From an optimization exercise on the open Yosys and OpenROAD flow, aimed at small area; shortcuts taken in it are not production practice.
The RTL was checked by simulation tests, not by an equivalence proof against the original design.

### design/flow/flow/run.sh
#!/bin/bash
# Standard layout, with these changes: ports are buffered with the smallest
# buffer; the clock tree uses clkbuf_4 leaves and no dummy loads; buffers
# that synthesis added are removed and its upsized cells set back to drive 1
# after floorplanning (repair_design and repair_timing resize as needed).
set -euo pipefail
export BUFFER_PORTS_ARGS="-buffer_cell sky130_fd_sc_hd__buf_1"
export CTS_ARGS="-sink_clustering_enable -repair_clock_nets -dont_use_dummy_load -sink_clustering_size 9 -sink_clustering_max_diameter 45 -buf_list sky130_fd_sc_hd__clkbuf_4 -root_buf sky130_fd_sc_hd__clkbuf_16"
export REMOVE_ABC_BUFFERS=1
export POST_FLOORPLAN_TCL="$PWD/flow/downsize.tcl"
bash standard.sh > standard.log 2>&1
### design/flow/flow/downsize.tcl
# Set every combinational cell to the smallest-area drive strength of the
# same cell, and let placement's repair_design and repair_timing size back up
# what the layout needs.
set db [ord::get_db]
set block [ord::get_db_block]
set n 0
foreach inst [$block getInsts] {
  set m [$inst getMaster]
  set name [$m getName]
  if {![regexp {^(sky130_fd_sc_hd__[a-z0-9]+)_([0-9]+)$} $name -> base drv]} { continue }
  if {[string match "*__df*" $base] || [string match "*__edf*" $base] \
      || [string match "*clk*" $base] || [string match "*conb*" $base]} { continue }
  set best $m
  set barea [expr {[$m getWidth] * [$m getHeight]}]
  foreach d {0 1 2} {
    set c [$db findMaster ${base}_$d]
    if {$c == "NULL" || $c == ""} { continue }
    set a [expr {[$c getWidth] * [$c getHeight]}]
    if {$a < $barea} { set best $c; set barea $a }
  }
  if {$best != $m} {
    $inst swapMaster $best
    incr n
  }
}
puts "downsize.tcl: $n instances resized"
### design/flow/standard.sh
#!/bin/bash
# synth_recipe.tcl (not shown) runs the flow's synth.tcl, then flattens the netlist and writes it again
# the make line also repeats each setting of config.mk as NAME=value (left out here)
make -C /OpenROAD-flow-scripts/flow DESIGN_CONFIG=/design/flow/config.mk WORK_HOME=/design/flow/orfs CLKGATE_MAP_FILE= SYNTH_SCRIPT=/design/flow/synth_recipe.tcl "${@:-finish}"
### design/flow/config.mk
export PLATFORM = sky130hd
export DESIGN_NAME = FFT_8pt
export DESIGN_NICKNAME = FFT_8pt
export VERILOG_FILES = /design/flow/design.v
export SDC_FILE = /design/flow/constraint.sdc
export NUM_CORES = 4
export LEC_CHECK = 0
export CAP_MARGIN = 10
export CORE_MARGIN = 2
export CORE_UTILIZATION = 65
export GPL_ROUTABILITY_DRIVEN = 0
export GPL_TIMING_DRIVEN = 0
export SLEW_MARGIN = 10
export SYNTH_HIERARCHICAL = 1
### design/flow/constraint.sdc
create_clock -name core_clock -period 16.0 [get_ports {clk}]
set_input_delay 3.2000 -clock core_clock [delete_from_list [all_inputs] [get_ports {clk}]]
set_output_delay 3.2000 -clock core_clock [all_outputs]
set_load 0.01 [all_outputs]
### design/flow/design.v
`timescale 1ns / 1ps
module FFT_8pt(
    input clk, reset,
    input [11:0] real_in, imag_in,
    input [2:0] addr_real, addr_imag,
    input wr_en_real, wr_en_imag,
    output [23:0] fft_real_out, fft_imag_out
);
    reg [95:0] real_mem, imag_mem;
    reg [2:0] read_addr_real, read_addr_imag;
    integer a;
    always @(posedge clk) begin
        for (a = 0; a < 8; a = a + 1) begin
            if (wr_en_real && addr_real == a) real_mem[a*12 +: 12] <= {~real_in[11], real_in[10:0]};
            if (wr_en_imag && addr_imag == a) imag_mem[a*12 +: 12] <= {~imag_in[11], imag_in[10:0]};
        end
        if (!wr_en_real) read_addr_real <= addr_real;
        if (!wr_en_imag) read_addr_imag <= addr_imag;
    end
    wire [11:0] mr = real_mem[read_addr_real*12 +: 12];
    wire [11:0] mi = imag_mem[read_addr_imag*12 +: 12];
    reg [2:0] k;
    reg run;
    always @(posedge clk or posedge reset) begin
        if (reset) begin
            k <= 3'd0;
            run <= 1'b0;
        end else begin
            k <= k + 3'd1;
            if (k == 3'd7) run <= 1'b1;
        end
    end
    wire sw = k[0] & k[1];
    wire ng = k[2] & ~k[0];
    wire swng = sw | ng;
    wire [11:0] cr, ci;
    genvar gb;
    generate for (gb = 0; gb < 12; gb = gb + 1) begin : rot
        fft_mxn ur(.s(sw), .a(mr[gb]), .b(mi[gb]), .x(ng), .y(cr[gb]));
        fft_mxn ui(.s(sw), .a(mi[gb]), .b(mr[gb]), .x(swng), .y(ci[gb]));
    end endgenerate
    wire ph1 = ~run & ~k[2];         
    wire ph2 = ~run & k[2];          
    wire nph1 = ~ph1, nrun = ~run;
    wire cqr = ph2 & ~k[0];
    wire cqi = ph2 & (~k[0] | k[1]);
    wire cpc = k[0];
    wire ncpc = ~k[0];
    reg [12:0] qrr [0:3];
    reg [12:0] qri [0:3];
    reg [12:1] prr [0:3];
    reg [12:1] pri [0:3];
    wire [12:0] qer, qei;              
    wire [12:1] per, pei;
    integer q;
    always @(posedge clk) begin
        for (q = 0; q < 3; q = q + 1) begin
            qrr[q] <= qrr[q+1];
            qri[q] <= qri[q+1];
            prr[q] <= prr[q+1];
            pri[q] <= pri[q+1];
        end
        qrr[3] <= qer;
        qri[3] <= qei;
        prr[3] <= per;
        pri[3] <= pei;
    end
    wire [12:0] q0r = qrr[0], q0i = qri[0];
    wire [12:1] p0r = prr[0], p0i = pri[0];
    wire c0, c1, c2, c3, c4, c5, c6, c7, c8, c9, c10, c11, c12, c13, c14, c15, c16, c17, c18, c19, c20, c21, c22, c23, c24, c25, c26, c27, c28, c29, c30, c31, c32, c33, c34, c35, c36, c37, c38, c39, c40, c41, c42, c43, c44, c45, c46, c47, c48, c49, c50, c51, c52, c53, c54, c55, c56, c57, c58, c59, c60, c61, c62, c63, c64, c65, c66, c67, c68, c69, c70, c71, c72, c73, c74, c75, c76, c77, c78, c79, c80, c81, c82, c83, c84, c85, c86, c87, c88, c89, c90, c91, c92, c93, c94, c95, c96, c97, c98, c99, c100, c101, c102, c103, c104, c105, c106, c107, c108, c109, c110, c111, c112, c113, c114, c115, c116, c117, c118, c119, c120, c121, c122, c123, c124, c125, c126, c127, c128, c129, c130, c131, c132, c133, c134, c135, c136, c137, c138, c139, c140, c141, c142, c143, c144, c145, c146, c147, c148, c149, c150, c151, c152, c153, c154, c155, c156, c157, c158, c159, c160, c161, c162, c163, c164, c165, c166, c167, c168, c169, c170, c171, c172, c173, c174, c175;
    assign c0 = q0r[0] & nph1;
    assign c1 = q0r[1] & nph1;
    assign c2 = q0r[2] & nph1;
    assign c3 = q0r[3] & nph1;
    assign c4 = q0r[4] & nph1;
    assign c5 = q0r[5] & nph1;
    assign c6 = q0r[6] & nph1;
    assign c7 = q0r[7] & nph1;
    assign c8 = q0r[8] & nph1;
    assign c9 = q0r[9] & nph1;
    assign c10 = q0r[10] & nph1;
    assign c11 = q0r[11] & nph1;
    assign c12 = cr[0] & nrun;
    assign c13 = cr[1] & nrun;
    assign c14 = cr[2] & nrun;
    assign c15 = cr[3] & nrun;
    assign c16 = cr[4] & nrun;
    assign c17 = cr[5] & nrun;
    assign c18 = cr[6] & nrun;
    assign c19 = cr[7] & nrun;
    assign c20 = cr[8] & nrun;
    assign c21 = cr[9] & nrun;
    assign c22 = cr[10] & nrun;
    assign c23 = cr[11] & nrun;
    fft_fa uc24 (.a(c0), .b(c12), .c(cqr), .s(c24), .co(c25));
    fft_fa uc26 (.a(c1), .b(c13), .c(c25), .s(c26), .co(c27));
    fft_fa uc28 (.a(c2), .b(c14), .c(c27), .s(c28), .co(c29));
    fft_fa uc30 (.a(c3), .b(c15), .c(c29), .s(c30), .co(c31));
    fft_fa uc32 (.a(c4), .b(c16), .c(c31), .s(c32), .co(c33));
    fft_fa uc34 (.a(c5), .b(c17), .c(c33), .s(c34), .co(c35));
    fft_fa uc36 (.a(c6), .b(c18), .c(c35), .s(c36), .co(c37));
    fft_fa uc38 (.a(c7), .b(c19), .c(c37), .s(c38), .co(c39));
    fft_fa uc40 (.a(c8), .b(c20), .c(c39), .s(c40), .co(c41));
    fft_fa uc42 (.a(c9), .b(c21), .c(c41), .s(c42), .co(c43));
    fft_fa uc44 (.a(c10), .b(c22), .c(c43), .s(c44), .co(c45));
    fft_fa uc46 (.a(c11), .b(c23), .c(c45), .s(c46), .co(c47));
    assign c48 = q0r[12] & run;
    assign c49 = c48 ^ c47;
    assign c50 = ~q0r[0];
    assign c51 = ~q0r[1];
    assign c52 = ~q0r[2];
    assign c53 = ~q0r[3];
    assign c54 = ~q0r[4];
    assign c55 = ~q0r[5];
    assign c56 = ~q0r[6];
    assign c57 = ~q0r[7];
    assign c58 = ~q0r[8];
    assign c59 = ~q0r[9];
    assign c60 = ~q0r[10];
    assign c61 = ~q0r[11];
    assign c62 = c50 & cr[0];
    assign c63 = c50 | cr[0];
    assign c64 = ncpc & c63;
    assign c65 = c62 | c64;
    fft_fa uc66 (.a(c51), .b(cr[1]), .c(c65), .s(c66), .co(c67));
    fft_fa uc68 (.a(c52), .b(cr[2]), .c(c67), .s(c68), .co(c69));
    fft_fa uc70 (.a(c53), .b(cr[3]), .c(c69), .s(c70), .co(c71));
    fft_fa uc72 (.a(c54), .b(cr[4]), .c(c71), .s(c72), .co(c73));
    fft_fa uc74 (.a(c55), .b(cr[5]), .c(c73), .s(c74), .co(c75));
    fft_fa uc76 (.a(c56), .b(cr[6]), .c(c75), .s(c76), .co(c77));
    fft_fa uc78 (.a(c57), .b(cr[7]), .c(c77), .s(c78), .co(c79));
    fft_fa uc80 (.a(c58), .b(cr[8]), .c(c79), .s(c80), .co(c81));
    fft_fa uc82 (.a(c59), .b(cr[9]), .c(c81), .s(c82), .co(c83));
    fft_fa uc84 (.a(c60), .b(cr[10]), .c(c83), .s(c84), .co(c85));
    fft_fa uc86 (.a(c61), .b(cr[11]), .c(c85), .s(c86), .co(c87));
    assign qer[0] = c24;
    assign qer[1] = c26;
    assign qer[2] = c28;
    assign qer[3] = c30;
    assign qer[4] = c32;
    assign qer[5] = c34;
    assign qer[6] = c36;
    assign qer[7] = c38;
    assign qer[8] = c40;
    assign qer[9] = c42;
    assign qer[10] = c44;
    assign qer[11] = c46;
    assign qer[12] = c49;
    fft_pmx upr1 (.r(run), .p(p0r[1]), .dn(c66), .y(per[1]));
    fft_pmx upr2 (.r(run), .p(p0r[2]), .dn(c68), .y(per[2]));
    fft_pmx upr3 (.r(run), .p(p0r[3]), .dn(c70), .y(per[3]));
    fft_pmx upr4 (.r(run), .p(p0r[4]), .dn(c72), .y(per[4]));
    fft_pmx upr5 (.r(run), .p(p0r[5]), .dn(c74), .y(per[5]));
    fft_pmx upr6 (.r(run), .p(p0r[6]), .dn(c76), .y(per[6]));
    fft_pmx upr7 (.r(run), .p(p0r[7]), .dn(c78), .y(per[7]));
    fft_pmx upr8 (.r(run), .p(p0r[8]), .dn(c80), .y(per[8]));
    fft_pmx upr9 (.r(run), .p(p0r[9]), .dn(c82), .y(per[9]));
    fft_pmx upr10 (.r(run), .p(p0r[10]), .dn(c84), .y(per[10]));
    fft_pmx upr11 (.r(run), .p(p0r[11]), .dn(c86), .y(per[11]));
    fft_pmx upr12 (.r(run), .p(p0r[12]), .dn(c87), .y(per[12]));
    assign c88 = q0i[0] & nph1;
    assign c89 = q0i[1] & nph1;
    assign c90 = q0i[2] & nph1;
    assign c91 = q0i[3] & nph1;
    assign c92 = q0i[4] & nph1;
    assign c93 = q0i[5] & nph1;
    assign c94 = q0i[6] & nph1;
    assign c95 = q0i[7] & nph1;
    assign c96 = q0i[8] & nph1;
    assign c97 = q0i[9] & nph1;
    assign c98 = q0i[10] & nph1;
    assign c99 = q0i[11] & nph1;
    assign c100 = ci[0] & nrun;
    assign c101 = ci[1] & nrun;
    assign c102 = ci[2] & nrun;
    assign c103 = ci[3] & nrun;
    assign c104 = ci[4] & nrun;
    assign c105 = ci[5] & nrun;
    assign c106 = ci[6] & nrun;
    assign c107 = ci[7] & nrun;
    assign c108 = ci[8] & nrun;
    assign c109 = ci[9] & nrun;
    assign c110 = ci[10] & nrun;
    assign c111 = ci[11] & nrun;
    fft_fa uc112 (.a(c88), .b(c100), .c(cqi), .s(c112), .co(c113));
    fft_fa uc114 (.a(c89), .b(c101), .c(c113), .s(c114), .co(c115));
    fft_fa uc116 (.a(c90), .b(c102), .c(c115), .s(c116), .co(c117));
    fft_fa uc118 (.a(c91), .b(c103), .c(c117), .s(c118), .co(c119));
    fft_fa uc120 (.a(c92), .b(c104), .c(c119), .s(c120), .co(c121));
    fft_fa uc122 (.a(c93), .b(c105), .c(c121), .s(c122), .co(c123));
    fft_fa uc124 (.a(c94), .b(c106), .c(c123), .s(c124), .co(c125));
    fft_fa uc126 (.a(c95), .b(c107), .c(c125), .s(c126), .co(c127));
    fft_fa uc128 (.a(c96), .b(c108), .c(c127), .s(c128), .co(c129));
    fft_fa uc130 (.a(c97), .b(c109), .c(c129), .s(c130), .co(c131));
    fft_fa uc132 (.a(c98), .b(c110), .c(c131), .s(c132), .co(c133));
    fft_fa uc134 (.a(c99), .b(c111), .c(c133), .s(c134), .co(c135));
    assign c136 = q0i[12] & run;
    assign c137 = c136 ^ c135;
    assign c138 = ~q0i[0];
    assign c139 = ~q0i[1];
    assign c140 = ~q0i[2];
    assign c141 = ~q0i[3];
    assign c142 = ~q0i[4];
    assign c143 = ~q0i[5];
    assign c144 = ~q0i[6];
    assign c145 = ~q0i[7];
    assign c146 = ~q0i[8];
    assign c147 = ~q0i[9];
    assign c148 = ~q0i[10];
    assign c149 = ~q0i[11];
    assign c150 = c138 & ci[0];
    assign c151 = c138 | ci[0];
    assign c152 = ncpc & c151;
    assign c153 = c150 | c152;
    fft_fa uc154 (.a(c139), .b(ci[1]), .c(c153), .s(c154), .co(c155));
    fft_fa uc156 (.a(c140), .b(ci[2]), .c(c155), .s(c156), .co(c157));
    fft_fa uc158 (.a(c141), .b(ci[3]), .c(c157), .s(c158), .co(c159));
    fft_fa uc160 (.a(c142), .b(ci[4]), .c(c159), .s(c160), .co(c161));
    fft_fa uc162 (.a(c143), .b(ci[5]), .c(c161), .s(c162), .co(c163));
    fft_fa uc164 (.a(c144), .b(ci[6]), .c(c163), .s(c164), .co(c165));
    fft_fa uc166 (.a(c145), .b(ci[7]), .c(c165), .s(c166), .co(c167));
    fft_fa uc168 (.a(c146), .b(ci[8]), .c(c167), .s(c168), .co(c169));
    fft_fa uc170 (.a(c147), .b(ci[9]), .c(c169), .s(c170), .co(c171));
    fft_fa uc172 (.a(c148), .b(ci[10]), .c(c171), .s(c172), .co(c173));
    fft_fa uc174 (.a(c149), .b(ci[11]), .c(c173), .s(c174), .co(c175));
    assign qei[0] = c112;
    assign qei[1] = c114;
    assign qei[2] = c116;
    assign qei[3] = c118;
    assign qei[4] = c120;
    assign qei[5] = c122;
    assign qei[6] = c124;
    assign qei[7] = c126;
    assign qei[8] = c128;
    assign qei[9] = c130;
    assign qei[10] = c132;
    assign qei[11] = c134;
    assign qei[12] = c137;
    fft_pmx upi1 (.r(run), .p(p0i[1]), .dn(c154), .y(pei[1]));
    fft_pmx upi2 (.r(run), .p(p0i[2]), .dn(c156), .y(pei[2]));
    fft_pmx upi3 (.r(run), .p(p0i[3]), .dn(c158), .y(pei[3]));
    fft_pmx upi4 (.r(run), .p(p0i[4]), .dn(c160), .y(pei[4]));
    fft_pmx upi5 (.r(run), .p(p0i[5]), .dn(c162), .y(pei[5]));
    fft_pmx upi6 (.r(run), .p(p0i[6]), .dn(c164), .y(pei[6]));
    fft_pmx upi7 (.r(run), .p(p0i[7]), .dn(c166), .y(pei[7]));
    fft_pmx upi8 (.r(run), .p(p0i[8]), .dn(c168), .y(pei[8]));
    fft_pmx upi9 (.r(run), .p(p0i[9]), .dn(c170), .y(pei[9]));
    fft_pmx upi10 (.r(run), .p(p0i[10]), .dn(c172), .y(pei[10]));
    fft_pmx upi11 (.r(run), .p(p0i[11]), .dn(c174), .y(pei[11]));
    fft_pmx upi12 (.r(run), .p(p0i[12]), .dn(c175), .y(pei[12]));
    wire [2:0] j = k + 3'd1;
    wire [7:0] tab_lp0r = 8'b11110000;
    wire [7:0] tab_lp2r = 8'b00111100;
    wire [7:0] tab_lp0i = 8'b01111000;
    wire [7:0] tab_lp2i = 8'b00011110;
    wire [12:0] br0 = {prr[1], qrr[1][0] ^ tab_lp0r[j]};
    wire [12:0] br2 = {prr[3], qrr[3][0] ^ tab_lp2r[j]};
    wire [12:0] br1 = qrr[2];
    wire [12:0] br3 = qer;
    wire [12:0] bi0 = {pri[1], qri[1][0] ^ tab_lp0i[j]};
    wire [12:0] bi2 = {pri[3], qri[3][0] ^ tab_lp2i[j]};
    wire [12:0] bi1 = qri[2];
    wire [12:0] bi3 = qei;
    wire odd = j[0];
    wire sn = ~j[0] & (j[1] ^ j[2]);
    wire t1 = j[0] & ~j[1];
    wire t3 = j[0] & j[1];
    wire snt1 = (~j[0] & (j[1] ^ j[2])) | (j[0] & ~j[1]);
    wire snt3 = (~j[0] & (j[1] ^ j[2])) | (j[0] & j[1]);
    wire [7:0] tab_cc0r = 8'b11111100;
    wire cc0r = tab_cc0r[j];
    wire [7:0] tab_cc0i = 8'b11111100;
    wire cc0i = tab_cc0i[j];
    wire [7:0] tab_cc1r = 8'b11101110;
    wire cc1r = tab_cc1r[j];
    wire [7:0] tab_cc1i = 8'b01000100;
    wire cc1i = tab_cc1i[j];
    wire [4:0] kc;
    wire [7:0] tab_kc0 = 8'b00100000;
    assign kc[0] = tab_kc0[j];
    wire [7:0] tab_kc1 = 8'b00100100;
    assign kc[1] = tab_kc1[j];
    wire [7:0] tab_kc2 = 8'b10101010;
    assign kc[2] = tab_kc2[j];
    wire [7:0] tab_kc3 = 8'b01010101;
    assign kc[3] = tab_kc3[j];
    wire [7:0] tab_kc4 = 8'b00100110;
    assign kc[4] = tab_kc4[j];
    wire [23:0] yr, yi;
    wire w0, w1, w2, w3, w4, w5, w6, w7, w8, w9, w10, w11, w12, w13, w14, w15, w16, w17, w18, w19, w20, w21, w22, w23, w24, w25, w26, w27, w28, w29, w30, w31, w32, w33, w34, w35, w36, w37, w38, w39, w40, w41, w42, w43, w44, w45, w46, w47, w48, w49, w50, w51, w52, w53, w54, w55, w56, w57, w58, w59, w60, w61, w62, w63, w64, w65, w66, w67, w68, w69, w70, w71, w72, w73, w74, w75, w76, w77, w78, w79, w80, w81, w82, w83, w84, w85, w86, w87, w88, w89, w90, w91, w92, w93, w94, w95, w96, w97, w98, w99, w100, w101, w102, w103, w104, w105, w106, w107, w108, w109, w110, w111, w112, w113, w114, w115, w116, w117, w118, w119, w120, w121, w122, w123, w124, w125, w126, w127, w128, w129, w130, w131, w132, w133, w134, w135, w136, w137, w138, w139, w140, w141, w142, w143, w144, w145, w146, w147, w148, w149, w150, w151, w152, w153, w154, w155, w156, w157, w158, w159, w160, w161, w162, w163, w164, w165, w166, w167, w168, w169, w170, w171, w172, w173, w174, w175, w176, w177, w178, w179, w180, w181, w182, w183, w184, w185, w186, w187, w188, w189, w190, w191, w192, w193, w194, w195, w196, w197, w198, w199, w200, w201, w202, w203, w204, w205, w206, w207, w208, w209, w210, w211, w212, w213, w214, w215, w216, w217, w218, w219, w220, w221, w222, w223, w224, w225, w226, w227, w228, w229, w230, w231, w232, w233, w234, w235, w236, w237, w238, w239, w240, w241, w242, w243, w244, w245, w246, w247, w248, w249, w250, w251, w252, w253, w254, w255, w256, w257, w258, w259, w260, w261, w262, w263, w264, w265, w266, w267, w268, w269, w270, w271, w272, w273, w274, w275, w276, w277, w278, w279, w280, w281, w282, w283, w284, w285, w286, w287, w288, w289, w290, w291, w292, w293, w294, w295, w296, w297, w298, w299, w300, w301, w302, w303, w304, w305, w306, w307, w308, w309, w310, w311, w312, w313, w314, w315, w316, w317, w318, w319, w320, w321, w322, w323, w324, w325, w326, w327, w328, w329, w330, w331, w332, w333, w334, w335, w336, w337, w338, w339, w340, w341, w342, w343, w344, w345, w346, w347, w348, w349, w350, w351, w352, w353, w354, w355, w356, w357, w358, w359, w360, w361, w362, w363, w364, w365, w366, w367, w368, w369, w370, w371, w372, w373, w374, w375, w376, w377, w378, w379, w380, w381, w382, w383, w384, w385, w386, w387, w388, w389, w390, w391, w392, w393, w394, w395, w396, w397, w398, w399, w400, w401, w402, w403, w404, w405, w406, w407, w408, w409, w410, w411, w412, w413, w414, w415, w416, w417, w418, w419, w420, w421, w422, w423, w424, w425, w426, w427, w428, w429, w430, w431, w432, w433, w434, w435, w436, w437, w438, w439, w440, w441, w442, w443, w444, w445, w446, w447, w448, w449, w450, w451, w452, w453, w454, w455, w456, w457, w458, w459, w460, w461, w462, w463, w464, w465, w466, w467, w468, w469, w470, w471, w472, w473, w474, w475, w476, w477, w478, w479, w480, w481, w482, w483, w484, w485, w486, w487, w488, w489, w490, w491, w492, w493, w494, w495, w496, w497, w498, w499, w500, w501, w502, w503, w504, w505, w506, w507, w508, w509, w510, w511, w512, w513, w514, w515, w516, w517, w518, w519, w520, w521, w522, w523, w524, w525, w526, w527, w528, w529, w530, w531, w532, w533, w534, w535, w536, w537, w538, w539, w540, w541, w542, w543, w544, w545, w546, w547, w548, w549, w550, w551, w552, w553, w554, w555, w556, w557, w558, w559, w560, w561, w562, w563, w564, w565, w566, w567, w568, w569, w570, w571, w572, w573, w574, w575, w576, w577, w578, w579, w580, w581, w582, w583, w584, w585, w586, w587, w588, w589, w590, w591, w592, w593, w594, w595, w596, w597, w598, w599, w600, w601, w602, w603, w604, w605, w606, w607, w608;
    fft_fa uw0 (.a(br0[0]), .b(br2[0]), .c(cc0r), .s(w0), .co(w1));
    fft_fa uw2 (.a(br0[1]), .b(br2[1]), .c(w1), .s(w2), .co(w3));
    fft_fa uw4 (.a(br0[2]), .b(br2[2]), .c(w3), .s(w4), .co(w5));
    fft_fa uw6 (.a(br0[3]), .b(br2[3]), .c(w5), .s(w6), .co(w7));
    fft_fa uw8 (.a(br0[4]), .b(br2[4]), .c(w7), .s(w8), .co(w9));
    fft_fa uw10 (.a(br0[5]), .b(br2[5]), .c(w9), .s(w10), .co(w11));
    fft_fa uw12 (.a(br0[6]), .b(br2[6]), .c(w11), .s(w12), .co(w13));
    fft_fa uw14 (.a(br0[7]), .b(br2[7]), .c(w13), .s(w14), .co(w15));
    fft_fa uw16 (.a(br0[8]), .b(br2[8]), .c(w15), .s(w16), .co(w17));
    fft_fa uw18 (.a(br0[9]), .b(br2[9]), .c(w17), .s(w18), .co(w19));
    fft_fa uw20 (.a(br0[10]), .b(br2[10]), .c(w19), .s(w20), .co(w21));
    fft_fa uw22 (.a(br0[11]), .b(br2[11]), .c(w21), .s(w22), .co(w23));
    fft_fa uw24 (.a(br0[12]), .b(br2[12]), .c(w23), .s(w24), .co(w25));
    fft_fa uw26 (.a(bi0[0]), .b(bi2[0]), .c(cc0i), .s(w26), .co(w27));
    fft_fa uw28 (.a(bi0[1]), .b(bi2[1]), .c(w27), .s(w28), .co(w29));
    fft_fa uw30 (.a(bi0[2]), .b(bi2[2]), .c(w29), .s(w30), .co(w31));
    fft_fa uw32 (.a(bi0[3]), .b(bi2[3]), .c(w31), .s(w32), .co(w33));
    fft_fa uw34 (.a(bi0[4]), .b(bi2[4]), .c(w33), .s(w34), .co(w35));
    fft_fa uw36 (.a(bi0[5]), .b(bi2[5]), .c(w35), .s(w36), .co(w37));
    fft_fa uw38 (.a(bi0[6]), .b(bi2[6]), .c(w37), .s(w38), .co(w39));
    fft_fa uw40 (.a(bi0[7]), .b(bi2[7]), .c(w39), .s(w40), .co(w41));
    fft_fa uw42 (.a(bi0[8]), .b(bi2[8]), .c(w41), .s(w42), .co(w43));
    fft_fa uw44 (.a(bi0[9]), .b(bi2[9]), .c(w43), .s(w44), .co(w45));
    fft_fa uw46 (.a(bi0[10]), .b(bi2[10]), .c(w45), .s(w46), .co(w47));
    fft_fa uw48 (.a(bi0[11]), .b(bi2[11]), .c(w47), .s(w48), .co(w49));
    fft_fa uw50 (.a(bi0[12]), .b(bi2[12]), .c(w49), .s(w50), .co(w51));
    assign w52 = ~bi3[0];
    assign w53 = ~bi3[1];
    assign w54 = ~bi3[2];
    assign w55 = ~bi3[3];
    assign w56 = ~bi3[4];
    assign w57 = ~bi3[5];
    assign w58 = ~bi3[6];
    assign w59 = ~bi3[7];
    assign w60 = ~bi3[8];
    assign w61 = ~bi3[9];
    assign w62 = ~bi3[10];
    assign w63 = ~bi3[11];
    assign w64 = ~bi3[12];
    fft_fa uw65 (.a(br1[0]), .b(w52), .c(cc1r), .s(w65), .co(w66));
    fft_fa uw67 (.a(br1[1]), .b(w53), .c(w66), .s(w67), .co(w68));
    fft_fa uw69 (.a(br1[2]), .b(w54), .c(w68), .s(w69), .co(w70));
    fft_fa uw71 (.a(br1[3]), .b(w55), .c(w70), .s(w71), .co(w72));
    fft_fa uw73 (.a(br1[4]), .b(w56), .c(w72), .s(w73), .co(w74));
    fft_fa uw75 (.a(br1[5]), .b(w57), .c(w74), .s(w75), .co(w76));
    fft_fa uw77 (.a(br1[6]), .b(w58), .c(w76), .s(w77), .co(w78));
    fft_fa uw79 (.a(br1[7]), .b(w59), .c(w78), .s(w79), .co(w80));
    fft_fa uw81 (.a(br1[8]), .b(w60), .c(w80), .s(w81), .co(w82));
    fft_fa uw83 (.a(br1[9]), .b(w61), .c(w82), .s(w83), .co(w84));
    fft_fa uw85 (.a(br1[10]), .b(w62), .c(w84), .s(w85), .co(w86));
    fft_fa uw87 (.a(br1[11]), .b(w63), .c(w86), .s(w87), .co(w88));
    fft_fa uw89 (.a(br1[12]), .b(w64), .c(w88), .s(w89), .co(w90));
    fft_fa uw91 (.a(bi1[0]), .b(br3[0]), .c(cc1i), .s(w91), .co(w92));
    fft_fa uw93 (.a(bi1[1]), .b(br3[1]), .c(w92), .s(w93), .co(w94));
    fft_fa uw95 (.a(bi1[2]), .b(br3[2]), .c(w94), .s(w95), .co(w96));
    fft_fa uw97 (.a(bi1[3]), .b(br3[3]), .c(w96), .s(w97), .co(w98));
    fft_fa uw99 (.a(bi1[4]), .b(br3[4]), .c(w98), .s(w99), .co(w100));
    fft_fa uw101 (.a(bi1[5]), .b(br3[5]), .c(w100), .s(w101), .co(w102));
    fft_fa uw103 (.a(bi1[6]), .b(br3[6]), .c(w102), .s(w103), .co(w104));
    fft_fa uw105 (.a(bi1[7]), .b(br3[7]), .c(w104), .s(w105), .co(w106));
    fft_fa uw107 (.a(bi1[8]), .b(br3[8]), .c(w106), .s(w107), .co(w108));
    fft_fa uw109 (.a(bi1[9]), .b(br3[9]), .c(w108), .s(w109), .co(w110));
    fft_fa uw111 (.a(bi1[10]), .b(br3[10]), .c(w110), .s(w111), .co(w112));
    fft_fa uw113 (.a(bi1[11]), .b(br3[11]), .c(w112), .s(w113), .co(w114));
    fft_fa uw115 (.a(bi1[12]), .b(br3[12]), .c(w114), .s(w115), .co(w116));
    fft_mxn uw117 (.s(t1), .a(w65), .b(w91), .x(sn), .y(w117));
    fft_mxn uw118 (.s(t1), .a(w67), .b(w93), .x(sn), .y(w118));
    fft_mxn uw119 (.s(t1), .a(w69), .b(w95), .x(sn), .y(w119));
    fft_mxn uw120 (.s(t1), .a(w71), .b(w97), .x(sn), .y(w120));
    fft_mxn uw121 (.s(t1), .a(w73), .b(w99), .x(sn), .y(w121));
    fft_mxn uw122 (.s(t1), .a(w75), .b(w101), .x(sn), .y(w122));
    fft_mxn uw123 (.s(t1), .a(w77), .b(w103), .x(sn), .y(w123));
    fft_mxn uw124 (.s(t1), .a(w79), .b(w105), .x(sn), .y(w124));
    fft_mxn uw125 (.s(t1), .a(w81), .b(w107), .x(sn), .y(w125));
    fft_mxn uw126 (.s(t1), .a(w83), .b(w109), .x(sn), .y(w126));
    fft_mxn uw127 (.s(t1), .a(w85), .b(w111), .x(sn), .y(w127));
    fft_mxn uw128 (.s(t1), .a(w87), .b(w113), .x(sn), .y(w128));
    fft_mxn uw129 (.s(t1), .a(w89), .b(w115), .x(sn), .y(w129));
    fft_mxn uw130 (.s(t1), .a(w90), .b(w116), .x(sn), .y(w130));
    fft_mxn uw131 (.s(t1), .a(w91), .b(w65), .x(snt1), .y(w131));
    fft_mxn uw132 (.s(t1), .a(w93), .b(w67), .x(snt1), .y(w132));
    fft_mxn uw133 (.s(t1), .a(w95), .b(w69), .x(snt1), .y(w133));
    fft_mxn uw134 (.s(t1), .a(w97), .b(w71), .x(snt1), .y(w134));
    fft_mxn uw135 (.s(t1), .a(w99), .b(w73), .x(snt1), .y(w135));
    fft_mxn uw136 (.s(t1), .a(w101), .b(w75), .x(snt1), .y(w136));
    fft_mxn uw137 (.s(t1), .a(w103), .b(w77), .x(snt1), .y(w137));
    fft_mxn uw138 (.s(t1), .a(w105), .b(w79), .x(snt1), .y(w138));
    fft_mxn uw139 (.s(t1), .a(w107), .b(w81), .x(snt1), .y(w139));
    fft_mxn uw140 (.s(t1), .a(w109), .b(w83), .x(snt1), .y(w140));
    fft_mxn uw141 (.s(t1), .a(w111), .b(w85), .x(snt1), .y(w141));
    fft_mxn uw142 (.s(t1), .a(w113), .b(w87), .x(snt1), .y(w142));
    fft_mxn uw143 (.s(t1), .a(w115), .b(w89), .x(snt1), .y(w143));
    fft_mxn uw144 (.s(t1), .a(w116), .b(w90), .x(snt1), .y(w144));
    assign w145 = w0 ^ sn;
    assign w146 = w2 ^ sn;
    assign w147 = w4 ^ sn;
    assign w148 = w6 ^ sn;
    assign w149 = w8 ^ sn;
    assign w150 = w10 ^ sn;
    assign w151 = w12 ^ sn;
    assign w152 = w14 ^ sn;
    assign w153 = w16 ^ sn;
    assign w154 = w18 ^ sn;
    assign w155 = w20 ^ sn;
    assign w156 = w22 ^ sn;
    assign w157 = w24 ^ sn;
    assign w158 = w25 ^ sn;
    fft_axr uw159 (.a(w26), .g(odd), .x(t3), .y(w159));
    fft_axr uw160 (.a(w28), .g(odd), .x(t3), .y(w160));
    fft_axr uw161 (.a(w30), .g(odd), .x(t3), .y(w161));
    fft_axr uw162 (.a(w32), .g(odd), .x(t3), .y(w162));
    fft_axr uw163 (.a(w34), .g(odd), .x(t3), .y(w163));
    fft_axr uw164 (.a(w36), .g(odd), .x(t3), .y(w164));
    fft_axr uw165 (.a(w38), .g(odd), .x(t3), .y(w165));
    fft_axr uw166 (.a(w40), .g(odd), .x(t3), .y(w166));
    fft_axr uw167 (.a(w42), .g(odd), .x(t3), .y(w167));
    fft_axr uw168 (.a(w44), .g(odd), .x(t3), .y(w168));
    fft_axr uw169 (.a(w46), .g(odd), .x(t3), .y(w169));
    fft_axr uw170 (.a(w48), .g(odd), .x(t3), .y(w170));
    fft_axr uw171 (.a(w50), .g(odd), .x(t3), .y(w171));
    fft_axr uw172 (.a(w51), .g(odd), .x(t3), .y(w172));
    fft_fa uw173 (.a(w145), .b(w159), .c(snt3), .s(w173), .co(w174));
    fft_fa uw175 (.a(w146), .b(w160), .c(w174), .s(w175), .co(w176));
    fft_fa uw177 (.a(w147), .b(w161), .c(w176), .s(w177), .co(w178));
    fft_fa uw179 (.a(w148), .b(w162), .c(w178), .s(w179), .co(w180));
    fft_fa uw181 (.a(w149), .b(w163), .c(w180), .s(w181), .co(w182));
    fft_fa uw183 (.a(w150), .b(w164), .c(w182), .s(w183), .co(w184));
    fft_fa uw185 (.a(w151), .b(w165), .c(w184), .s(w185), .co(w186));
    fft_fa uw187 (.a(w152), .b(w166), .c(w186), .s(w187), .co(w188));
    fft_fa uw189 (.a(w153), .b(w167), .c(w188), .s(w189), .co(w190));
    fft_fa uw191 (.a(w154), .b(w168), .c(w190), .s(w191), .co(w192));
    fft_fa uw193 (.a(w155), .b(w169), .c(w192), .s(w193), .co(w194));
    fft_fa uw195 (.a(w156), .b(w170), .c(w194), .s(w195), .co(w196));
    fft_fa uw197 (.a(w157), .b(w171), .c(w196), .s(w197), .co(w198));
    fft_fa uw199 (.a(w158), .b(w172), .c(w198), .s(w199), .co(w200));
    assign w201 = w26 ^ sn;
    assign w202 = w28 ^ sn;
    assign w203 = w30 ^ sn;
    assign w204 = w32 ^ sn;
    assign w205 = w34 ^ sn;
    assign w206 = w36 ^ sn;
    assign w207 = w38 ^ sn;
    assign w208 = w40 ^ sn;
    assign w209 = w42 ^ sn;
    assign w210 = w44 ^ sn;
    assign w211 = w46 ^ sn;
    assign w212 = w48 ^ sn;
    assign w213 = w50 ^ sn;
    assign w214 = w51 ^ sn;
    fft_axr uw215 (.a(w0), .g(odd), .x(t1), .y(w215));
    fft_axr uw216 (.a(w2), .g(odd), .x(t1), .y(w216));
    fft_axr uw217 (.a(w4), .g(odd), .x(t1), .y(w217));
    fft_axr uw218 (.a(w6), .g(odd), .x(t1), .y(w218));
    fft_axr uw219 (.a(w8), .g(odd), .x(t1), .y(w219));
    fft_axr uw220 (.a(w10), .g(odd), .x(t1), .y(w220));
    fft_axr uw221 (.a(w12), .g(odd), .x(t1), .y(w221));
    fft_axr uw222 (.a(w14), .g(odd), .x(t1), .y(w222));
    fft_axr uw223 (.a(w16), .g(odd), .x(t1), .y(w223));
    fft_axr uw224 (.a(w18), .g(odd), .x(t1), .y(w224));
    fft_axr uw225 (.a(w20), .g(odd), .x(t1), .y(w225));
    fft_axr uw226 (.a(w22), .g(odd), .x(t1), .y(w226));
    fft_axr uw227 (.a(w24), .g(odd), .x(t1), .y(w227));
    fft_axr uw228 (.a(w25), .g(odd), .x(t1), .y(w228));
    fft_fa uw229 (.a(w201), .b(w215), .c(snt1), .s(w229), .co(w230));
    fft_fa uw231 (.a(w202), .b(w216), .c(w230), .s(w231), .co(w232));
    fft_fa uw233 (.a(w203), .b(w217), .c(w232), .s(w233), .co(w234));
    fft_fa uw235 (.a(w204), .b(w218), .c(w234), .s(w235), .co(w236));
    fft_fa uw237 (.a(w205), .b(w219), .c(w236), .s(w237), .co(w238));
    fft_fa uw239 (.a(w206), .b(w220), .c(w238), .s(w239), .co(w240));
    fft_fa uw241 (.a(w207), .b(w221), .c(w240), .s(w241), .co(w242));
    fft_fa uw243 (.a(w208), .b(w222), .c(w242), .s(w243), .co(w244));
    fft_fa uw245 (.a(w209), .b(w223), .c(w244), .s(w245), .co(w246));
    fft_fa uw247 (.a(w210), .b(w224), .c(w246), .s(w247), .co(w248));
    fft_fa uw249 (.a(w211), .b(w225), .c(w248), .s(w249), .co(w250));
    fft_fa uw251 (.a(w212), .b(w226), .c(w250), .s(w251), .co(w252));
    fft_fa uw253 (.a(w213), .b(w227), .c(w252), .s(w253), .co(w254));
    fft_fa uw255 (.a(w214), .b(w228), .c(w254), .s(w255), .co(w256));
    assign w257 = w173 & odd;
    assign w258 = w175 & odd;
    assign w259 = w177 & odd;
    assign w260 = w179 & odd;
    assign w261 = w181 & odd;
    assign w262 = w183 & odd;
    assign w263 = w185 & odd;
    assign w264 = w187 & odd;
    assign w265 = w189 & odd;
    assign w266 = w191 & odd;
    assign w267 = w193 & odd;
    assign w268 = w195 & odd;
    assign w269 = w197 & odd;
    assign w270 = w199 & odd;
    assign w271 = w200 & odd;
    fft_ha uw272 (.a(w259), .b(w257), .s(w272), .co(w273));
    fft_fa uw274 (.a(w260), .b(w258), .c(w273), .s(w274), .co(w275));
    fft_fa uw276 (.a(w261), .b(w259), .c(w275), .s(w276), .co(w277));
    fft_fa uw278 (.a(w262), .b(w260), .c(w277), .s(w278), .co(w279));
    fft_fa uw280 (.a(w263), .b(w261), .c(w279), .s(w280), .co(w281));
    fft_fa uw282 (.a(w264), .b(w262), .c(w281), .s(w282), .co(w283));
    fft_fa uw284 (.a(w265), .b(w263), .c(w283), .s(w284), .co(w285));
    fft_fa uw286 (.a(w266), .b(w264), .c(w285), .s(w286), .co(w287));
    fft_fa uw288 (.a(w267), .b(w265), .c(w287), .s(w288), .co(w289));
    fft_fa uw290 (.a(w268), .b(w266), .c(w289), .s(w290), .co(w291));
    fft_fa uw292 (.a(w269), .b(w267), .c(w291), .s(w292), .co(w293));
    fft_fa uw294 (.a(w270), .b(w268), .c(w293), .s(w294), .co(w295));
    fft_fa uw296 (.a(w271), .b(w269), .c(w295), .s(w296), .co(w297));
    fft_ha uw298 (.a(w270), .b(w297), .s(w298), .co(w299));
    fft_ha uw300 (.a(w271), .b(w299), .s(w300), .co(w301));
    assign w302 = ~w257;
    assign w303 = ~w258;
    assign w304 = ~w272;
    assign w305 = ~w274;
    assign w306 = ~w276;
    assign w307 = ~w278;
    assign w308 = ~w280;
    assign w309 = ~w282;
    assign w310 = ~w284;
    assign w311 = ~w286;
    assign w312 = ~w288;
    assign w313 = ~w290;
    assign w314 = ~w292;
    assign w315 = ~w294;
    assign w316 = ~w296;
    assign w317 = ~w298;
    assign w318 = ~w300;
    assign w319 = ~w301;
    assign w320 = ~(w276 ^ w302);
    assign w321 = w276 | w302;
    fft_fa uw322 (.a(w278), .b(w303), .c(kc[0]), .s(w322), .co(w323));
    fft_fa uw324 (.a(w280), .b(w304), .c(kc[0]), .s(w324), .co(w325));
    fft_fa uw326 (.a(w282), .b(w305), .c(w325), .s(w326), .co(w327));
    fft_fa uw328 (.a(w117), .b(w173), .c(w284), .s(w328), .co(w329));
    fft_fa uw330 (.a(w306), .b(kc[1]), .c(w327), .s(w330), .co(w331));
    fft_fa uw332 (.a(w118), .b(w175), .c(w286), .s(w332), .co(w333));
    fft_fa uw334 (.a(w307), .b(w329), .c(w331), .s(w334), .co(w335));
    fft_fa uw336 (.a(w119), .b(w177), .c(w288), .s(w336), .co(w337));
    fft_fa uw338 (.a(w308), .b(w333), .c(w335), .s(w338), .co(w339));
    fft_fa uw340 (.a(w120), .b(w179), .c(w290), .s(w340), .co(w341));
    fft_fa uw342 (.a(w309), .b(w337), .c(w339), .s(w342), .co(w343));
    fft_fa uw344 (.a(w121), .b(w181), .c(w292), .s(w344), .co(w345));
    fft_fa uw346 (.a(w310), .b(w341), .c(w343), .s(w346), .co(w347));
    fft_fa uw348 (.a(w122), .b(w183), .c(w294), .s(w348), .co(w349));
    fft_fa uw350 (.a(w311), .b(w345), .c(w347), .s(w350), .co(w351));
    fft_fa uw352 (.a(w123), .b(w185), .c(w296), .s(w352), .co(w353));
    fft_fa uw354 (.a(w312), .b(kc[2]), .c(w349), .s(w354), .co(w355));
    fft_fa uw356 (.a(w351), .b(w352), .c(w354), .s(w356), .co(w357));
    fft_fa uw358 (.a(w124), .b(w187), .c(w298), .s(w358), .co(w359));
    fft_fa uw360 (.a(w313), .b(kc[2]), .c(w353), .s(w360), .co(w361));
    fft_fa uw362 (.a(w355), .b(w357), .c(w358), .s(w362), .co(w363));
    fft_fa uw364 (.a(w125), .b(w189), .c(w300), .s(w364), .co(w365));
    fft_fa uw366 (.a(w314), .b(w359), .c(w361), .s(w366), .co(w367));
    fft_fa uw368 (.a(w363), .b(w364), .c(w366), .s(w368), .co(w369));
    fft_fa uw370 (.a(w126), .b(w191), .c(w301), .s(w370), .co(w371));
    fft_fa uw372 (.a(w315), .b(kc[2]), .c(w365), .s(w372), .co(w373));
    fft_fa uw374 (.a(w367), .b(w369), .c(w370), .s(w374), .co(w375));
    fft_fa uw376 (.a(w127), .b(w193), .c(w316), .s(w376), .co(w377));
    fft_fa uw378 (.a(w371), .b(w373), .c(w375), .s(w378), .co(w379));
    fft_fa uw380 (.a(w128), .b(w195), .c(w317), .s(w380), .co(w381));
    fft_fa uw382 (.a(w377), .b(w379), .c(w380), .s(w382), .co(w383));
    fft_fa uw384 (.a(w129), .b(w197), .c(w318), .s(w384), .co(w385));
    fft_fa uw386 (.a(kc[2]), .b(w381), .c(w383), .s(w386), .co(w387));
    fft_fa uw388 (.a(w130), .b(w199), .c(w319), .s(w388), .co(w389));
    fft_fa uw390 (.a(kc[2]), .b(w385), .c(w387), .s(w390), .co(w391));
    fft_fa uw392 (.a(w200), .b(kc[2]), .c(w389), .s(w392), .co(w393));
    fft_ha uw394 (.a(w258), .b(kc[0]), .s(w394), .co(w395));
    fft_ha uw396 (.a(w272), .b(w395), .s(w396), .co(w397));
    fft_fa uw398 (.a(w274), .b(kc[0]), .c(w397), .s(w398), .co(w399));
    fft_ha uw400 (.a(w320), .b(w399), .s(w400), .co(w401));
    fft_fa uw402 (.a(w321), .b(w322), .c(w401), .s(w402), .co(w403));
    fft_fa uw404 (.a(w323), .b(w324), .c(w403), .s(w404), .co(w405));
    fft_ha uw406 (.a(w326), .b(w405), .s(w406), .co(w407));
    fft_fa uw408 (.a(w328), .b(w330), .c(w407), .s(w408), .co(w409));
    fft_fa uw410 (.a(w332), .b(w334), .c(w409), .s(w410), .co(w411));
    fft_fa uw412 (.a(w336), .b(w338), .c(w411), .s(w412), .co(w413));
    fft_fa uw414 (.a(w340), .b(w342), .c(w413), .s(w414), .co(w415));
    fft_fa uw416 (.a(w344), .b(w346), .c(w415), .s(w416), .co(w417));
    fft_fa uw418 (.a(w348), .b(w350), .c(w417), .s(w418), .co(w419));
    fft_ha uw420 (.a(w356), .b(w419), .s(w420), .co(w421));
    fft_fa uw422 (.a(w360), .b(w362), .c(w421), .s(w422), .co(w423));
    fft_ha uw424 (.a(w368), .b(w423), .s(w424), .co(w425));
    fft_fa uw426 (.a(w372), .b(w374), .c(w425), .s(w426), .co(w427));
    fft_fa uw428 (.a(w376), .b(w378), .c(w427), .s(w428), .co(w429));
    fft_ha uw430 (.a(w382), .b(w429), .s(w430), .co(w431));
    fft_fa uw432 (.a(w384), .b(w386), .c(w431), .s(w432), .co(w433));
    fft_fa uw434 (.a(w388), .b(w390), .c(w433), .s(w434), .co(w435));
    fft_fa uw436 (.a(w391), .b(w392), .c(w435), .s(w436), .co(w437));
    fft_fa uw438 (.a(kc[3]), .b(w393), .c(w437), .s(w438), .co(w439));
    assign w440 = w229 & odd;
    assign w441 = w231 & odd;
    assign w442 = w233 & odd;
    assign w443 = w235 & odd;
    assign w444 = w237 & odd;
    assign w445 = w239 & odd;
    assign w446 = w241 & odd;
    assign w447 = w243 & odd;
    assign w448 = w245 & odd;
    assign w449 = w247 & odd;
    assign w450 = w249 & odd;
    assign w451 = w251 & odd;
    assign w452 = w253 & odd;
    assign w453 = w255 & odd;
    assign w454 = w256 & odd;
    fft_ha uw455 (.a(w442), .b(w440), .s(w455), .co(w456));
    fft_fa uw457 (.a(w443), .b(w441), .c(w456), .s(w457), .co(w458));
    fft_fa uw459 (.a(w444), .b(w442), .c(w458), .s(w459), .co(w460));
    fft_fa uw461 (.a(w445), .b(w443), .c(w460), .s(w461), .co(w462));
    fft_fa uw463 (.a(w446), .b(w444), .c(w462), .s(w463), .co(w464));
    fft_fa uw465 (.a(w447), .b(w445), .c(w464), .s(w465), .co(w466));
    fft_fa uw467 (.a(w448), .b(w446), .c(w466), .s(w467), .co(w468));
    fft_fa uw469 (.a(w449), .b(w447), .c(w468), .s(w469), .co(w470));
    fft_fa uw471 (.a(w450), .b(w448), .c(w470), .s(w471), .co(w472));
    fft_fa uw473 (.a(w451), .b(w449), .c(w472), .s(w473), .co(w474));
    fft_fa uw475 (.a(w452), .b(w450), .c(w474), .s(w475), .co(w476));
    fft_fa uw477 (.a(w453), .b(w451), .c(w476), .s(w477), .co(w478));
    fft_fa uw479 (.a(w454), .b(w452), .c(w478), .s(w479), .co(w480));
    fft_ha uw481 (.a(w453), .b(w480), .s(w481), .co(w482));
    fft_ha uw483 (.a(w454), .b(w482), .s(w483), .co(w484));
    assign w485 = ~w440;
    assign w486 = ~w441;
    assign w487 = ~w455;
    assign w488 = ~w457;
    assign w489 = ~w459;
    assign w490 = ~w461;
    assign w491 = ~w463;
    assign w492 = ~w465;
    assign w493 = ~w467;
    assign w494 = ~w469;
    assign w495 = ~w471;
    assign w496 = ~w473;
    assign w497 = ~w475;
    assign w498 = ~w477;
    assign w499 = ~w479;
    assign w500 = ~w481;
    assign w501 = ~w483;
    assign w502 = ~w484;
    assign w503 = ~(w459 ^ w485);
    assign w504 = w459 | w485;
    fft_fa uw505 (.a(w461), .b(w486), .c(w504), .s(w505), .co(w506));
    fft_fa uw507 (.a(w463), .b(w487), .c(w506), .s(w507), .co(w508));
    fft_fa uw509 (.a(w465), .b(w488), .c(w508), .s(w509), .co(w510));
    fft_fa uw511 (.a(w131), .b(w229), .c(w467), .s(w511), .co(w512));
    fft_fa uw513 (.a(w489), .b(kc[4]), .c(w510), .s(w513), .co(w514));
    fft_fa uw515 (.a(w132), .b(w231), .c(w469), .s(w515), .co(w516));
    fft_fa uw517 (.a(w490), .b(w512), .c(w514), .s(w517), .co(w518));
    fft_fa uw519 (.a(w133), .b(w233), .c(w471), .s(w519), .co(w520));
    fft_fa uw521 (.a(w491), .b(w516), .c(w518), .s(w521), .co(w522));
    fft_fa uw523 (.a(w134), .b(w235), .c(w473), .s(w523), .co(w524));
    fft_fa uw525 (.a(w492), .b(w520), .c(w522), .s(w525), .co(w526));
    fft_fa uw527 (.a(w135), .b(w237), .c(w475), .s(w527), .co(w528));
    fft_fa uw529 (.a(w493), .b(w524), .c(w526), .s(w529), .co(w530));
    fft_fa uw531 (.a(w136), .b(w239), .c(w477), .s(w531), .co(w532));
    fft_fa uw533 (.a(w494), .b(w528), .c(w530), .s(w533), .co(w534));
    fft_fa uw535 (.a(w137), .b(w241), .c(w479), .s(w535), .co(w536));
    fft_fa uw537 (.a(w495), .b(kc[2]), .c(w532), .s(w537), .co(w538));
    fft_fa uw539 (.a(w534), .b(w535), .c(w537), .s(w539), .co(w540));
    fft_fa uw541 (.a(w138), .b(w243), .c(w481), .s(w541), .co(w542));
    fft_fa uw543 (.a(w496), .b(kc[2]), .c(w536), .s(w543), .co(w544));
    fft_fa uw545 (.a(w538), .b(w540), .c(w541), .s(w545), .co(w546));
    fft_fa uw547 (.a(w139), .b(w245), .c(w483), .s(w547), .co(w548));
    fft_fa uw549 (.a(w497), .b(w542), .c(w544), .s(w549), .co(w550));
    fft_fa uw551 (.a(w546), .b(w547), .c(w549), .s(w551), .co(w552));
    fft_fa uw553 (.a(w140), .b(w247), .c(w484), .s(w553), .co(w554));
    fft_fa uw555 (.a(w498), .b(kc[2]), .c(w548), .s(w555), .co(w556));
    fft_fa uw557 (.a(w550), .b(w552), .c(w553), .s(w557), .co(w558));
    fft_fa uw559 (.a(w141), .b(w249), .c(w499), .s(w559), .co(w560));
    fft_fa uw561 (.a(w554), .b(w556), .c(w558), .s(w561), .co(w562));
    fft_fa uw563 (.a(w142), .b(w251), .c(w500), .s(w563), .co(w564));
    fft_fa uw565 (.a(w560), .b(w562), .c(w563), .s(w565), .co(w566));
    fft_fa uw567 (.a(w143), .b(w253), .c(w501), .s(w567), .co(w568));
    fft_fa uw569 (.a(kc[2]), .b(w564), .c(w566), .s(w569), .co(w570));
    fft_fa uw571 (.a(w144), .b(w255), .c(w502), .s(w571), .co(w572));
    fft_fa uw573 (.a(kc[2]), .b(w568), .c(w570), .s(w573), .co(w574));
    fft_fa uw575 (.a(w256), .b(kc[2]), .c(w572), .s(w575), .co(w576));
    fft_ha uw577 (.a(w511), .b(w513), .s(w577), .co(w578));
    fft_fa uw579 (.a(w515), .b(w517), .c(w578), .s(w579), .co(w580));
    fft_fa uw581 (.a(w519), .b(w521), .c(w580), .s(w581), .co(w582));
    fft_fa uw583 (.a(w523), .b(w525), .c(w582), .s(w583), .co(w584));
    fft_fa uw585 (.a(w527), .b(w529), .c(w584), .s(w585), .co(w586));
    fft_fa uw587 (.a(w531), .b(w533), .c(w586), .s(w587), .co(w588));
    fft_ha uw589 (.a(w539), .b(w588), .s(w589), .co(w590));
    fft_fa uw591 (.a(w543), .b(w545), .c(w590), .s(w591), .co(w592));
    fft_ha uw593 (.a(w551), .b(w592), .s(w593), .co(w594));
    fft_fa uw595 (.a(w555), .b(w557), .c(w594), .s(w595), .co(w596));
    fft_fa uw597 (.a(w559), .b(w561), .c(w596), .s(w597), .co(w598));
    fft_ha uw599 (.a(w565), .b(w598), .s(w599), .co(w600));
    fft_fa uw601 (.a(w567), .b(w569), .c(w600), .s(w601), .co(w602));
    fft_fa uw603 (.a(w571), .b(w573), .c(w602), .s(w603), .co(w604));
    fft_fa uw605 (.a(w574), .b(w575), .c(w604), .s(w605), .co(w606));
    fft_fa uw607 (.a(kc[3]), .b(w576), .c(w606), .s(w607), .co(w608));
    assign yr[0] = w257;
    assign yr[1] = w394;
    assign yr[2] = w396;
    assign yr[3] = w398;
    assign yr[4] = w400;
    assign yr[5] = w402;
    assign yr[6] = w404;
    assign yr[7] = w406;
    assign yr[8] = w408;
    assign yr[9] = w410;
    assign yr[10] = w412;
    assign yr[11] = w414;
    assign yr[12] = w416;
    assign yr[13] = w418;
    assign yr[14] = w420;
    assign yr[15] = w422;
    assign yr[16] = w424;
    assign yr[17] = w426;
    assign yr[18] = w428;
    assign yr[19] = w430;
    assign yr[20] = w432;
    assign yr[21] = w434;
    assign yr[22] = w436;
    assign yr[23] = w438;
    assign yi[0] = w440;
    assign yi[1] = w441;
    assign yi[2] = w455;
    assign yi[3] = w457;
    assign yi[4] = w503;
    assign yi[5] = w505;
    assign yi[6] = w507;
    assign yi[7] = w509;
    assign yi[8] = w577;
    assign yi[9] = w579;
    assign yi[10] = w581;
    assign yi[11] = w583;
    assign yi[12] = w585;
    assign yi[13] = w587;
    assign yi[14] = w589;
    assign yi[15] = w591;
    assign yi[16] = w593;
    assign yi[17] = w595;
    assign yi[18] = w597;
    assign yi[19] = w599;
    assign yi[20] = w601;
    assign yi[21] = w603;
    assign yi[22] = w605;
    assign yi[23] = w607;
    reg [23:0] out_r, out_i;
    always @(posedge clk) begin
        out_r <= yr;
        out_i <= yi;
    end
    assign fft_real_out = out_r;
    assign fft_imag_out = out_i;
endmodule
module fft_fa(input a, b, c, output s, co);
    assign s = a ^ b ^ c;
    assign co = (a & b) | (a & c) | (b & c);
endmodule
module fft_mxn(input s, a, b, x, output y);
    assign y = (s ? b : a) ^ x;
endmodule
module fft_pmx(input r, p, dn, output y);
    assign y = ~(r ? p : dn);
endmodule
module fft_axr(input a, g, x, output y);
    assign y = (a & g) ^ x;
endmodule
module fft_ha(input a, b, output s, co);
    assign s = a ^ b;
    assign co = a & b;
endmodule
==> flow_summary.yaml, run 1 <==
timing:
  finalHoldViolations: 0
  timing_worst_slew_pin_value_ns: 1.15
  timing.final.crit_period_ns: 15.45
  final.hold.worst_slack_ns: 0.314
  grt_setup_unrepaired: "no"
  timing.clock.skew_ns: 0.0766
  portion_of_the_clock_cycle_consumed_by_the_worst_path_in_the_final_layout_pct: 96.6
  max-slew-margin-rel_pct: 23.2
  setup_viol: 0
  fmaxAchievable_ghz: 0.0647
  maxSlewViolCount: 0
  finalSetupTns_ns: 0
detailed_routing:
  antenna_violating_nets_post_route: 0
  via_per_inst: 5.37
  route.vias.total: 9601
  totalWireLength_um: 35700
  drt_pre_antenna_iters: 5
  post_detailed_route_drc_marker_count: 0
  drtIter0Drc: 402
  drt_wl_cell_um: 19.9
cts:
  htree_num_levels: 2
  cts.sinks: 450
  numCtsBuffers: 58
  clock_latency_of_the_later_clocked_register_in_the_worst_skew_pair_ns: 0.55
  ctsLongestPathBuffers: 3
  post_cts_hold_buffer_count: 0
  tritoncts: "yes"
  cts-root-buf: "clkbuf_16"
  worst_setup_hold_path_clk_slew_ns: 0.10
floorplanning:
  fp.dieArea_um2: 33600
  floorplan.initialDensity_pct: 66.0
  ios: 82
  floorplan.core_area_um2: 31600
  die_width_um: 183
  std_cell_rows: 65
  die-height_um: 183
critical_path:
  path_common_cell: "fa_1"
  critical_path_required_ns: 16.37
  critical_path.max_stage_delay_ns: 0.75
  regToRegStartpoint: "k[0]"
  worstRegToRegCells: 37
  end_kind: "flop"
  crit_arrival_ns: 15.83
  worst-setup-path-type: "reg2reg"
  r2r_end: "out_i[23]"
  timing.critical_path.from_type: "flop"
  worst_path_max_delay_cell: "dfrtp_4"
  r2r_slack_ns: 0.55
  path_max_fanout: 36
logic_synthesis:
  asyncSetResetFlopFracSynth_pct: 0.889
  synth_area_per_cell_um2: 16.6
  number_of_distinct_standard_cells_referenced_by_the_synthesized_netlist: 25
  synth.cell_area_um2: 20900
  ys_warn_count: 11
  synth_sequential_area_ratio_pct: 52.7
  synthCells: 1258
  postSynth.topFlopCell: "dfxtp_1"
  postSynthRegisterBits: 450
  synth_enable_flop_cells: 198
layout:
  area_growth_synth_to_finish_pct: 6.34
  drive_gt1_share_pct: 12.2
  finalCoreUtilization_pct: 70.2
  layout.cell_area.non_filler_um2: 22200
  ff_latch_area_um2: 11000
  insertedDiodeCount: 0
  mostFrequentLayoutCell: "fa_1"
  nFillCells: 2196
  layout.cells.most_common_list: "250 x fa_1, 248 x dfxtp_1, 198 x edfxtp_1"
  layout.nets: 1700
  multiInputGateArea_um2: 9300
status:
  outcome: "no timing/DRC/antenna violations"
min_path:
  min_to: "qrr[0][9]"
  min-delay-start: "qrr[1][9]"
  worstHoldPathCells: 0
  timing.hold.worst.class: "reg2reg"
flow_run:
  cap_violations: 0
global_route:
  grt_first_pass_wirelength_um: 57600
  grt_pass1_vias: 10766
  grt-ovfl-total: 0
  grt_antenna_before_repair: 0
  groute.usage.overall_pct: 22.9
  grt_max_degree: 55
place:
  place_area_um2: 21700
  dp_hpwl_um: 26800
  place.port_buffers: 81
cell usage after synthesis (4+ instances only):
cell / n / area share, %
fa_1: 250 / 24
dfxtp_1: 248 / 24
edfxtp_1: 198 / 28
xnor2_1: 112 / 4.7
inv_1: 89 / 1.6
mux2i_1: 76 / 3.6
nor2b_1: 53 / 1.6
mux4_1: 43 / 5.4
nand2_1: 40 / 0.72
nor2_1: 39 / 0.70
ha_1: 28 / 1.7
mux2_2: 24 / 1.3
clkbuf_1: 13 / 0.23
nand2b_1: 10 / 0.30
buf_2: 7 / 0.17
buf_6: 6 / 0.32
mux4_2: 5 / 0.54
dfrtp_1: 4 / 0.48
nor3_1: 4 / 0.096
registers in the layout, summed over array words and instances (netlist names):
register        flops
imag_mem           96
real_mem           96
qri                52
qrr                52
pri                48
prr                48
out_i              24
out_r              24
k                   3
read_addr_imag      3
read_addr_real      3
run                 1
critical path, delay by kind of cell (launching register included):
family / cells / cell delay [ns]
buffers and inverters: 1 / 0.14
adders and majority gates: 32 / 13.72
DFF: 1 / 0.75
and+or+nand+nor: 2 / 0.30
xor gates and xnor gates: 2 / 0.39
timing repair:
item / in CTS / in global routing
hold endpoints to repair: 0 / 0
gates resized for setup: 1 / 2
buffers inserted: 0 / 0
setup endpoints to repair: 2 / 2
final cells by class:
class	instances	share of cell area (%)
tap	402	2.27
sequential	450	49.6
timing repair buffer	96	2.39
multi-input combinational	693	41.9
inverter	89	1.50
clock buffer	58	2.36
Yosys stat by module, one instance, submodules excluded:
module | copies in the design | flops+latches | cells
fft_pmx | 24 | 0 | 1
fft_fa | 250 | 0 | 1
FFT_8pt | 1 | 450 | 807
fft_mxn | 52 | 0 | 2
fft_axr | 28 | 0 | 2
fft_ha | 17 | 0 | 1
stage by stage:
stage	std cells	setup slack (ns)
finish	1788	0.547
global route	1788	0.0162
CTS	1788	0.244
detailed placement	1730	-0.0775
global placement	1715	-1.95
floorplan	1232	0.441
worst max path at each step:
stage / startpoint / end / slack (ns) / cells after the start
detailed placement: k[0] / out_i[23] / -0.08 / 37
CTS: k[0] / out_r[23] / 0.24 / 36
global route: k[0] / out_i[23] / 0.02 / 37
finish: k[0] / out_i[23] / 0.55 / 37
floorplan: k[0] / out_i[23] / 0.44 / 32
global placement: k[0] / out_i[23] / -1.95 / 32
layer usage:
| layer | GRT usage [%] | up-vias | routed length, um |
|---|---|---|---|
| li1 | - | 4448 | - |
| met1 | 30.7 | 4901 | 15300 |
| met2 | 39.0 | 195 | 18100 |
| met3 | 3.55 | 57 | 1430 |
| met4 | 7.62 | 0 | 839 |
| met5 | 0 | - | 0 |
cell families after synthesis:
logic type	synth area share, %
simple gates	3.47
mux	10.9
fa+ha+maj	25.7
compound gates	0.0719
xor+xnor	4.78
flops	52.7
buf+inv	2.32
==> inputs of run 2 (changes only) <==
--- a/design/flow/config.mk
+++ b/design/flow/config.mk
@@ -9,6 +9,4 @@
 export CORE_MARGIN = 2
 export CORE_UTILIZATION = 65
-export GPL_ROUTABILITY_DRIVEN = 0
-export GPL_TIMING_DRIVEN = 0
 export SLEW_MARGIN = 10
 export SYNTH_HIERARCHICAL = 1
==> flow_summary.yaml, run 2 <==
logic_synthesis:
  postSynth.topFlopCell: "dfxtp_1"
  ys_warn_count: 11
  post-synth-top-count-cell: "fa_1"
  postSynthRegisterBits: 450
  yosys.area.top_type: "edfxtp_1"
  synth.cell_area_um2: 20900
  synth_sequential_area_ratio_pct: 52.7
  synthTopCellsByCount: "250 x fa_1, 248 x dfxtp_1, 198 x edfxtp_1"
  cell_types_with_the_largest_area_share_after_synthesis: "edfxtp_1 28%, fa_1 24%, dfxtp_1 24%, mux4_1 5.4%, xnor2_1 4.7%"
  area_share_of_the_largest_cell_type_after_synthesis_pct: 28.5
  synthCells: 1258
  number_of_distinct_standard_cells_referenced_by_the_synthesized_netlist: 25
  asyncSetResetFlopFracSynth_pct: 0.889
  synth_area_per_cell_um2: 16.6
  synth_enable_flop_cells: 198
floorplanning:
  ios: 82
  die-height_um: 183
  floorplan.core_area_um2: 31600
  fp.dieArea_um2: 33600
  die_width_um: 183
  floorplan.initialDensity_pct: 66.0
  std_cell_rows: 65
cts:
  tritoncts: "yes"
  worst_setup_hold_path_clk_slew_ns: 0.10
  cts_resized: 0
  htree_num_levels: 2
  ctsLongestPathBuffers: 3
  post_cts_hold_buffer_count: 0
  clock_latency_of_the_later_clocked_register_in_the_worst_skew_pair_ns: 0.55
  cts_setup_buffers: 0
  cts.sinks: 450
  cts-root-buf: "clkbuf_16"
  numCtsBuffers: 58
critical_path:
  worst-setup-path-type: "reg2reg"
  timing.critical_path.from_type: "flop"
  critical_path.max_stage_delay_ns: 0.58
  critical_path_required_ns: 16.40
  end_kind: "flop"
  worst_path_max_delay_cell: "fa_1"
  path_common_cell: "fa_1"
  path_max_fanout: 49
  crit_arrival_ns: 15.43
layout:
  nFillCells: 2159
  layout.cells.most_common_list: "250 x fa_1, 248 x dfxtp_1, 198 x edfxtp_1"
  mostFrequentLayoutCell: "fa_1"
  drive_gt1_share_pct: 11.7
  area_growth_synth_to_finish_pct: 5.91
  insertedDiodeCount: 0
  layout.nets: 1713
  stdcell_count: 1801
  largest_registers: "imag_mem x96, real_mem x96"
global_route:
  groute.usage.overall_pct: 23.5
  grt-ovfl-total: 0
  grt_first_pass_wirelength_um: 58800
  grt_pass1_vias: 10775
  grt_max_degree: 50
  grt_antenna_before_repair: 0
timing:
  portion_of_the_clock_cycle_consumed_by_the_worst_path_in_the_final_layout_pct: 94.0
  setup_viol: 0
  timing.clock.skew_ns: 0.0483
  finalHoldViolations: 0
  grt_setup_unrepaired: "no"
  max-slew-margin-rel_pct: 30.3
  maxSlewViolCount: 0
  timing.final.crit_period_ns: 15.03
  timing_worst_slew_pin_value_ns: 1.05
  finalSetupTns_ns: 0
  fmaxAchievable_ghz: 0.0665
place:
  place.port_buffers: 81
  dp_hpwl_um: 27500
  gp_congestion: 0.834
  dpl.cell_count: 1743
detailed_routing:
  totalWireLength_um: 36600
  via_per_inst: 5.41
  drtIter0Drc: 513
  drt_pre_antenna_iters: 4
  drt_wl_cell_um: 20.3
  antenna_violating_nets_post_route: 0
  post_detailed_route_drc_marker_count: 0
  route.vias.total: 9738
flow_run:
  cap_violations: 0
min_path:
  timing.hold.worst.class: "reg2reg"
status:
  outcome: "no timing/DRC/antenna violations"
## run 2: changes by cell type in the layout (fill, tap and decap cells not counted), moves of 3 or more
cell    previous run  this run
nor3_2             4         0
buf_4              3        28
nor2_2            11         0
nor2_1            28        39
buf_6              4         0
buf_8              3         0
buf_12             3         0
nor3_1             0         4
## run 2: logic make-up after synthesis
family / after synthesis / share of synthesized area, %
flip-flops: 450 / 52.7
adder cells (fa/ha/maj): 280 / 25.7
multiplexers: 148 / 10.9
AND/OR/NAND/NOR: 148 / 3.47
buffers and inverters: 115 / 2.32
XOR/XNOR: 114 / 4.78
AO/OA/AOI/OAI: 3 / 0.0719
## run 2: path summary, 6_finish.rpt
check                                 from          to  slack [ns]  depth (start not counted)
worst max-delay path                  k[0]   out_r[23]        0.97                         38
worst min-delay path            qrr[3][10]  qrr[2][10]        0.30                          0
worst max register to register        k[0]   out_r[23]        0.97                         38
worst min register to register  qrr[3][10]  qrr[2][10]        0.30                          0
max in group asynchronous            reset         run       13.32                          2
min in group asynchronous            reset        k[0]        2.50                          2
## run 2: worst max-delay path: cells and delay by family (launching register included)
family	cells	cell delay [ns]
compound gates	1	0.16
buf+inv	2	0.64
fa+ha+maj	30	12.92
simple gates	3	0.38
flops	1	0.48
xor+xnor	2	0.32
## run 2: Yosys stat by module (local to each module, per instance)
module   area [um^2]  flip-flops and latches
fft_pmx         10.0                       0
fft_mxn         18.8                       0
fft_ha          12.5                       0
fft_axr         12.5                       0
FFT_8pt        14100                     450
fft_fa          20.0                       0
## run 2: cell type report
cell class	count	area, um^2	area share, %
sequential	450	11000	49.8
multi-input combinational	693	9230	41.7
clock buffer	58	523	2.36
timing repair buffer	109	514	2.33
tap	402	503	2.27
inverter	89	334	1.51
## run 2: stage by stage
step | utilization [%] | cell area, um^2 | hold WS, ns | setup WS (ns)
floorplan | - | 20700 | 0.310 | 0.441
global placement | 68.3 | 21600 | 0.310 | 1.08
detailed placement | 68.3 | 21600 | 0.312 | 0.901
CTS | 69.9 | 22100 | 0.299 | 0.870
global route | 69.9 | 22100 | 0.299 | 0.466
finish | 69.9 | 22100 | 0.299 | 0.968
## run 2: routing by layer
| layer | vias up | global-route usage, % | share of wire (%) |
|---|---|---|---|
| met5 | - | 0 | 0 |
| met4 | 0 | 8.64 | 2.8 |
| met3 | 68 | 3.73 | 4.5 |
| met2 | 217 | 39.9 | 50 |
| met1 | 4981 | 31.1 | 42 |
| li1 | 4472 | - | - |

## re-timing with driven ports
How much do the figures lean on ideal ports? The routed layouts below were timed once more, with nothing changed but the port constraints. Step 1 (the two cells are an assumption about what drives the block):
set clk [get_ports {clk}]
set_driving_cell -lib_cell sky130_fd_sc_hd__clkbuf_16 $clk
set_driving_cell -lib_cell sky130_fd_sc_hd__buf_2 [delete_from_list [all_inputs] $clk]
Step 2 moves the port delays by t, midway between the first and last clock arrival at a register: inputs arrive t later, outputs are due t later. That takes back most of the time a late clock gives input paths. a / b / c = ideal ports / drivers / drivers and shift; a / b = the first two.
run	t, ns	slack for setup (ns)	latest minus earliest clock arrival (ns)	worst register clock-pin slew, ns	pins driven straight from the clock port
run 1	0.568	0.547 / 0.547 / 0.547	0.079 / 0.078	0.10 / 0.10	1
run 2	0.573	0.968 / 0.968 / 0.968	0.049 / 0.049	0.10 / 0.10	1
After both steps setup and hold are still met in every run listed.
